This is an optimization exercise on Yosys and OpenROAD, whose aim is small area, a short achievable clock period and few clock cycles per item, not a production implementation.
In this exercise RTL edits were held to simulation tests only and were not proved equivalent to the original.

===== flow/design.v =====
module loop_compact(
    input           clk,
    input           rst_n,
    input           input_valid_i,
    input [63:0]    input_block_index_i,
    input [63:0]    din,
    output          input_ready_o,
    output          output_valid_o,
    output [255:0]  dout
    );
    localparam [255:0] SM3_IV = 256'h7380166f4914b2b9172442d7da8a0600a96f30bc163138aae38dee4db0fb0e4e;
    localparam [31:0]  SM3_T0 = 32'h79cc4519;
    localparam [31:0]  SM3_T1 = 32'h7a879d8a;
    localparam [31:0]  SM3_T1_16 = {SM3_T1[15:0], SM3_T1[31:16]};  
    function [31:0] rotl;
        input [31:0] x;
        input integer n;
        begin
            rotl = (x << n) | (x >> (32 - n));
        end
    endfunction
    function [31:0] p0;
        input [31:0] x;
        begin
            p0 = x ^ rotl(x, 9) ^ rotl(x, 17);
        end
    endfunction
    function [31:0] p1;
        input [31:0] x;
        begin
            p1 = x ^ rotl(x, 15) ^ rotl(x, 23);
        end
    endfunction
    reg        run;       
    reg  [5:0] cnt;       
    reg        fin;       
    reg        ovalid;
    reg        idx0;      
    reg        ffsel;     
    wire accept = input_valid_i & input_ready_o;
    assign input_ready_o  = ~run | (cnt == 6'd33);
    assign output_valid_o = ovalid;
    always @(posedge clk or negedge rst_n) begin
        if (~rst_n) begin
            run    <= 1'b0;
            cnt    <= 6'd0;
            fin    <= 1'b0;
            ovalid <= 1'b0;
        end else begin
            fin    <= run & (cnt == 6'd33);
            ovalid <= fin;
            if (accept) begin
                run <= 1'b1;
                cnt <= 6'd0;
            end else begin
                if (cnt == 6'd33) run <= 1'b0;
                cnt <= cnt + 6'd1;
            end
        end
    end
    reg  [31:0] w [0:15];
    wire [31:0] w16 = p1(w[0] ^ w[7] ^ rotl(w[13], 15)) ^ rotl(w[3], 7) ^ w[10];
    wire [31:0] w17 = p1(w[1] ^ w[8] ^ rotl(w[14], 15)) ^ rotl(w[4], 7) ^ w[11];
    wire        use_exp = run & (cnt >= 6'd7) & (cnt <= 6'd32);
    integer i;
    always @(posedge clk) begin
        for (i = 0; i < 14; i = i + 1) w[i] <= w[i+2];
        w[14] <= use_exp ? w16 : din[63:32];
        w[15] <= use_exp ? w17 : din[31:0];
    end
    reg  [31:0] A, B, C, D, E, F, G, H;
    reg  [31:0] V0, V1, V2, V3, V4, V5, V6, V7;
    reg  [31:0] T;        
    wire [31:0] Wa  = w[10];
    wire [31:0] Wb  = w[11];
    wire [31:0] Wpa = w[10] ^ w[14];
    wire [31:0] Wpb = w[11] ^ w[15];
    wire [31:0] a12   = rotl(A, 12);
    wire [31:0] ss1a  = rotl(a12 + E + T, 7);
    wire [31:0] ss2a  = ss1a ^ a12;
    wire [31:0] ffa   = ffsel ? (A ^ B ^ C) : ((A & B) | (A & C) | (B & C));
    wire [31:0] gga   = ffsel ? (E ^ F ^ G) : ((E & F) | (~E & G));
    wire [31:0] tt1a  = ffa + D + ss2a + Wpa;
    wire [31:0] tt2a  = gga + H + ss1a + Wa;
    wire [31:0] A1 = tt1a, B1 = A, C1 = rotl(B, 9), D1 = C;
    wire [31:0] E1 = p0(tt2a), F1 = E, G1 = rotl(F, 19), H1 = G;
    wire [31:0] b12   = rotl(A1, 12);
    wire [31:0] ss1b  = rotl(b12 + E1 + rotl(T, 1), 7);
    wire [31:0] ss2b  = ss1b ^ b12;
    wire [31:0] ffb   = ffsel ? (A1 ^ B1 ^ C1) : ((A1 & B1) | (A1 & C1) | (B1 & C1));
    wire [31:0] ggb   = ffsel ? (E1 ^ F1 ^ G1) : ((E1 & F1) | (~E1 & G1));
    wire [31:0] tt1b  = ffb + D1 + ss2b + Wpb;
    wire [31:0] tt2b  = ggb + H1 + ss1b + Wb;
    wire init = (cnt == 6'd1);    
    wire [255:0] start = idx0 ? SM3_IV : {V0, V1, V2, V3, V4, V5, V6, V7};
    always @(posedge clk) begin
        if (accept) idx0 <= (input_block_index_i == 64'd0);
        if (init) begin
            {A, B, C, D, E, F, G, H} <= start;
            T     <= SM3_T0;
            ffsel <= 1'b1;
        end else begin
            A <= tt1b;
            B <= A1;
            C <= rotl(B1, 9);
            D <= C1;
            E <= p0(tt2b);
            F <= E1;
            G <= rotl(F1, 19);
            H <= G1;
            if (cnt == 6'd9) begin
                T     <= SM3_T1_16;
                ffsel <= 1'b0;
            end else begin
                T     <= rotl(T, 2);
            end
        end
        if (init & run)
            {V0, V1, V2, V3, V4, V5, V6, V7} <= start;
        else if (fin)
            {V0, V1, V2, V3, V4, V5, V6, V7} <= {V0 ^ A, V1 ^ B, V2 ^ C, V3 ^ D, V4 ^ E, V5 ^ F, V6 ^ G, V7 ^ H};
    end
    assign dout = {V0, V1, V2, V3, V4, V5, V6, V7};
endmodule

===== flow/run.sh =====
#!/bin/bash
# synth_recipe.tcl (not shown) runs the flow's synth.tcl, then flattens the netlist and writes it again
# the make line also repeats each setting of config.mk as NAME=value (left out here)
make -C /OpenROAD-flow-scripts/flow DESIGN_CONFIG=/design/flow/config.mk WORK_HOME=/design/flow/orfs CLKGATE_MAP_FILE= SYNTH_SCRIPT=/design/flow/synth_recipe.tcl finish

===== flow/config.mk =====
export PLATFORM = sky130hd
export DESIGN_NAME = loop_compact
export DESIGN_NICKNAME = loop_compact
export VERILOG_FILES = /design/flow/design.v
export SDC_FILE = /design/flow/constraint.sdc
export NUM_CORES = 4
export LEC_CHECK = 0
export CAP_MARGIN = 20
export CORE_MARGIN = 2
export CORE_UTILIZATION = 30
export SLEW_MARGIN = 20

===== flow/constraint.sdc =====
create_clock -name core_clock -period 16.0 [get_ports {clk}]
set_input_delay 3.2000 -clock core_clock [delete_from_list [all_inputs] [get_ports {clk}]]
set_output_delay 3.2000 -clock core_clock [all_outputs]
set_load 0.01 [all_outputs]

==> results_dict.tcl <==
set metrics [dict create \
    status "finished clean" \
    mostFrequentLayoutCells "901 x o21ai_0, 800 x dfxtp_1, 669 x nand2_1, 568 x xnor2_1, 548 x inv_1" \
    finalNetCount 7571 \
    fin_crit_ps 15400 \
    yosys-top-cells-area "dfxtp_1 27%, edfxtp_1 13%, fa_1 12%" \
    synth.distinct_cells 97 \
    min_period_over_period 0.963 \
    syn_nets 6838 \
    clock_path_buffers 3 \
    seqCellArea_sq_um 24000 \
    drv_slew 0 \
    clk_pin_slew_ps 70 \
    worst_pin_slew_ps 1380 \
    worstSetupPathType "flip-flop to flip-flop" \
    drc_errors 0 \
    grt_max_degree 198 \
    cts.htree.levels 3 \
    drive_gt1_frac 0.125 \
    syn_inst 6144 \
    rows 164 \
    post_synth.cell_area_avg_sq_um 9.80 \
    path_max_fanout 4 \
    maxSlewHeadroom 0.0820 \
    via_per_inst 5.15 \
    die-height_um 452 \
    synth_top_family_by_area "adder cells" \
    setup_viol 0 \
    synth-compound-area-share 0.144 \
    arrival_ps 16060 \
    fin_ws_ps 595 \
    cts_buffers 115 \
    yosys.area_share.simple 0.0932 \
    cp-end-kind "flip-flop" \
    crit_path_frequent_cell "buf_4" \
    die_x_um 452 \
    gp_congestion 1.05 \
    synthAdderAreaFrac 0.167 \
    io_buffer_count 388 \
    initial_core_util 0.302 \
    drtIter0Drc 5529 \
    synthFlopType "dfxtp_1" \
    instances_no_fill 9639 \
    crit-reg2reg-launch "A[20]" \
    finalHoldViolCount 0 \
    grt_usage 0.281 \
    hold_start "w[12][1]" \
    core_sq_um 200000 \
    cp.required_ps 16650 \
    grt_pass1_wl_mm 396 \
    n_fill_cell 19913 \
    cts-root-buf "clkbuf_16" \
    syn_to_final_growth_pct 24.3 \
    hpwl_mm 242 \
    clock_sinks 1067 \
    synth_edf_count 257 \
    rr_worst_depth 68 \
    vias 49649 \
    die_area_sq_um 204000 \
    cts_tree "done" \
    ys_ff_latch 1067 \
    final_common_cell "o21ai_0" \
    synthArstFlopShare 0.00843 \
    ant_nets 0 \
    hold_class "flip-flop to flip-flop" \
    grt_pass1_vias 47436 \
    clk_latency_ps 820 \
    synth.largest_area_cell "dfxtp_1" \
    maxCapViolCount 0 \
    whs_path_depth 0 \
    syn-cell-area_sq_um 60200 \
    final_area_sq_um 74900 \
    startpoint "A[20]" \
    antenna_found_initial 20 \
    synth_mux_area_frac 0.0144 \
    grt-ovfl-total 0 \
    dpl_cell_area_sq_um 70500 \
    synth.top_cell.area_share 0.266 \
    fin_worst_skew_ps 96.1 \
    start_kind "flip-flop" \
    cp_slowest_cell "fa_1" \
    drt-total-wl_mm 294 \
    numPlacedInstances 9413 \
    critical-path-max-stage-delay_ps 510 \
    avgRoutedWirePerCell_um 30.5 \
    dr.pass1.iters 9 \
    pre_cts_slack_ps 68.5 \
    multiInputGateArea_sq_um 33500 \
    synthXorXnorAreaFrac 0.132 \
    yosysSeqAreaShare 0.398 \
    io_pins 389 \
    max_freq_ghz 0.0649 \
    ys_warn_count 2 \
]
## worst paths after layout
path / to / slack (ps)
hold reg to reg: w[10][1] / 300
setup / recovery: A[30] / 600
max in group asynchronous: cnt[3] / 12960
min in group asynchronous: ovalid / 2740
hold / removal: w[10][1] / 300
setup reg to reg: A[30] / 600
## worst max-delay path: cells and delay by family (launching register included)
family / cells / cell delay [ps]
AO/OA/AOI/OAI: 32 / 6870
XOR/XNOR: 5 / 920
adder cells (fa/ha/maj): 10 / 4260
buffers and inverters: 13 / 1680
flip-flops: 1 / 350
AND/OR/NAND/NOR: 8 / 1150
## sequential cells by signal, summed over array words and instances (netlist names), 6 cells and up
register	cells
G	32
V3	32
V4	32
V6	32
B	32
F	32
H	32
A	32
V0	32
V1	32
V7	32
C	32
V2	32
T	32
w	512
D	32
cnt	6
E	32
V5	32
## cell usage after synthesis (68+ instances only)
master,n
a21o_1,80
a21oi_1,171
clkbuf_1,231
dfxtp_1,801
edfxtp_1,257
fa_1,369
ha_1,194
inv_1,549
nand2_1,671
nand3b_1,154
nor2_1,109
o21ai_0,904
o31ai_1,68
xnor2_1,587
xor2_1,279
## area by class of cell
class	instances	share of cell area
multi-input cells	4250	0.448
flip-flops and latches	1067	0.320
repair buffers	894	0.104
well taps	2656	0.0444
clock buffers	148	0.0432
inverters	549	0.0275
clock inverters	71	0.0121
diodes	4	0.000134
## routing by layer
layer / track usage / vias up / routed length, um / part of all wire
met5: 0 / - / 105 / 0.00036
met4: 0.144 / 14 / 17700 / 0.060
li1: - / 22029 / - / -
met1: 0.370 / 24800 / 123000 / 0.42
met2: 0.443 / 2324 / 132000 / 0.45
met3: 0.0493 / 482 / 22000 / 0.075
## cell families (layout without fill, tap and decap cells)
logic type,after synthesis,count (layout)
other,0,4
DFF,1067,1067
adders and majority gates,585,585
muxes,82,82
xor gates and xnor gates,887,887
buffers and inverters,827,1662
and+or+nand+nor,1192,1192
AOI/OAI and AO/OA,1504,1504
## timing repair
item,4_1_cts,5_1_grt
buffers inserted,0,2
setup endpoints to repair,1,49
hold buffers,0,0
resized for setup,1,43
pin swaps,0,8
## through the flow
| step | util | hold WS (ps) | setup TNS (ps) |
|---|---|---|---|
| floorplan | - | 310 | 0 |
| global placement | 0.353 | 310 | -21.0 |
| detailed placement | 0.353 | 312 | 0 |
| CTS | 0.374 | 308 | 0 |
| global route | 0.375 | 322 | -18.9 |
| finish | 0.375 | 300 | 0 |
Testbench counts, summed over its fixed seeds: cycles 13,080, items 384.

re-timing with driven ports:
No port has a modelled driver above. Below, the same layout with a new extraction and two added sets of constraints. Step 1 sets driving cells, clkbuf_16 on the clock port and buf_2 on the other inputs (assumed; they add their load-dependent delay and slew). Step 2 moves the port delays by t, midway between the first and last clock arrival at a register: inputs arrive t later, outputs are due t later. That takes back most of the time a late clock gives input paths. Slacks: ideal / step 1 / step 2; pairs: ideal / step 1.
t (ns): 0.863
slack for setup (ns): 0.595 / 0.595 / 0.595
latest minus earliest clock arrival (ns): 0.096 / 0.096
After both steps setup and hold are still met in this run. For this run, drivers alone change the setup slack by 0.000 ns; drivers and shift together by 0.000 ns.
